What follows belongs to an exercise in optimizing a design on an open flow for small area and a short achievable clock period; a production flow would make more cautious choices.
In this exercise RTL edits were held to simulation tests only and were not proved equivalent to the original.
No activity file was given, so power comes from the tool's default toggle rates.

wip/sierra:
// Stack
module Stack(
    input clk,
    input Reset,
    input StackRead,
    input StackWrite,
    input [7:0] Datain,
    output reg [7:0] Dataout
);
For scale: about 4500 cells after synthesis, ~20 I/O pins.
export LEC_CHECK = 0
export CAP_MARGIN = 30
export CORE_MARGIN = 2
export CORE_UTILIZATION = 60
export CTS_BUF_LIST = sky130_fd_sc_hd__clkbuf_16 sky130_fd_sc_hd__clkbuf_8
export CTS_CLUSTER_DIAMETER = 60
export CTS_CLUSTER_SIZE = 30
export PLACE_DENSITY = 0.7
export SETUP_SLACK_MARGIN = 4.4
export SLEW_MARGIN = 20
export SYNTH_HIERARCHICAL = 1
export SYNTH_MINIMUM_KEEP_SIZE = 0
export TNS_END_PERCENT = 10
create_clock -name core_clock -period 7.0 [get_ports {clk}]
run.sh (not shown) runs the stock make flow with config.mk's settings and CLKGATE_MAP_FILE= SYNTH_SCRIPT=/design/flow/synth_recipe.tcl, a recipe that flattens the netlist after the stock synthesis.
Every stage of the flow completed for wip/sierra, and the final layout passed the timing, design-rule and antenna checks.
The inputs of wip/fjord differ from those of wip/sierra as listed below.
# wip/sierra
export LEC_CHECK = 0
export CAP_MARGIN = 30
export CORE_MARGIN = 2
export CORE_UTILIZATION = 60
export CTS_BUF_LIST = sky130_fd_sc_hd__clkbuf_16 sky130_fd_sc_hd__clkbuf_8
export CTS_CLUSTER_DIAMETER = 60
export CTS_CLUSTER_SIZE = 30
export PLACE_DENSITY = 0.7
export SETUP_SLACK_MARGIN = 4.4
export SLEW_MARGIN = 20
export SYNTH_HIERARCHICAL = 1
export SYNTH_MINIMUM_KEEP_SIZE = 0
export TNS_END_PERCENT = 10
create_clock -name core_clock -period 7.0 [get_ports {clk}]
# wip/fjord
export LEC_CHECK = 0
export CAP_MARGIN = 30
export CORE_MARGIN = 2
export CORE_UTILIZATION = 60
export CTS_BUF_LIST = sky130_fd_sc_hd__clkbuf_16 sky130_fd_sc_hd__clkbuf_8
export CTS_CLUSTER_DIAMETER = 60
export CTS_CLUSTER_SIZE = 30
export PLACE_DENSITY = 0.7
export SETUP_SLACK_MARGIN = 4.7
export SLEW_MARGIN = 20
export SYNTH_HIERARCHICAL = 1
export SYNTH_MINIMUM_KEEP_SIZE = 0
export TNS_END_PERCENT = 100
create_clock -name core_clock -period 7.0 [get_ports {clk}]
[summary]
- Between wip/sierra and wip/fjord, the worst endpoint required time figures differ only marginally.
- wip/sierra has lower share of total power in the clock network than wip/fjord.
- wip/fjord: global placer's final weighted congestion 0.034 above wip/sierra
- On total vias in the final route, wip/fjord does worse than wip/sierra.
- Comparing wip/fjord and wip/sierra, the lower clock network power consumption is on wip/sierra.
Modified inputs, wip/onyx compared to wip/fjord
# wip/fjord
export LEC_CHECK = 0
export CAP_MARGIN = 30
export CORE_MARGIN = 2
export CORE_UTILIZATION = 60
export CTS_BUF_LIST = sky130_fd_sc_hd__clkbuf_16 sky130_fd_sc_hd__clkbuf_8
export CTS_CLUSTER_DIAMETER = 60
export CTS_CLUSTER_SIZE = 30
export PLACE_DENSITY = 0.7
export SETUP_SLACK_MARGIN = 4.7
export SLEW_MARGIN = 20
export SYNTH_HIERARCHICAL = 1
export SYNTH_MINIMUM_KEEP_SIZE = 0
export TNS_END_PERCENT = 100
create_clock -name core_clock -period 7.0 [get_ports {clk}]
# wip/onyx
export LEC_CHECK = 0
export CAP_MARGIN = 30
export CORE_MARGIN = 2
export CORE_UTILIZATION = 60
export PLACE_DENSITY = 0.7
export SETUP_SLACK_MARGIN = 4.4
export SLEW_MARGIN = 20
export SYNTH_HIERARCHICAL = 1
export SYNTH_MINIMUM_KEEP_SIZE = 0
export TNS_END_PERCENT = 10
create_clock -name core_clock -period 7.0 [get_ports {clk}]
### Flow results
The run showing the greater fmax is wip/fjord.
Across both runs, overall power after layout was higher for wip/onyx than for wip/fjord.
wip/onyx vs. wip/fjord: final worst-path setup slack fell 0.071 ns; count of placed standard cells in the final layout, fillers left out held; maximum VDD drop decreased by 0.000020 V relative to the old numbers; worst-case setup slack after placement rose by 0.038 ns.
Compared with wip/fjord, wip/onyx shows a lower count of buffers not belonging to the clock network in the layout.
Looking at shortest clock period the worst path allows after layout, wip/onyx sits 0.071 ns higher than wip/fjord does.
Delta(fraction of power consumed by the clock network, wip/onyx - wip/fjord) > 0

## afterwards: timing with drivers on the ports
How much do the figures lean on ideal ports? The routed layouts below were timed once more, with nothing changed but the port constraints. Step 1, drivers: a clkbuf_16 drives clk and a buf_2 each remaining input, both assumed. Step 2 also shifts input and output timing later by t, the mid clock arrival at the registers, as if the neighbouring blocks saw the same clock. a / b / c = no drivers / after step 1 / after step 2; a / b = the first two.
run	shift t [ns]	setup slack, ns	worst setup path after step 2	clock arrival spread, ns
wip/sierra	0.843	4.196 / 4.122 / 3.740	input to register	0.060 / 0.059
wip/fjord	0.835	4.215 / 4.144 / 3.918	input to register	0.046 / 0.046
wip/onyx	0.891	4.144 / 4.066 / 3.739	input to register	0.033 / 0.033
After both steps every run listed still meets setup and hold. For wip/sierra, which loses most, drivers alone change the setup slack by -0.074 ns; drivers and shift together by -0.456 ns.
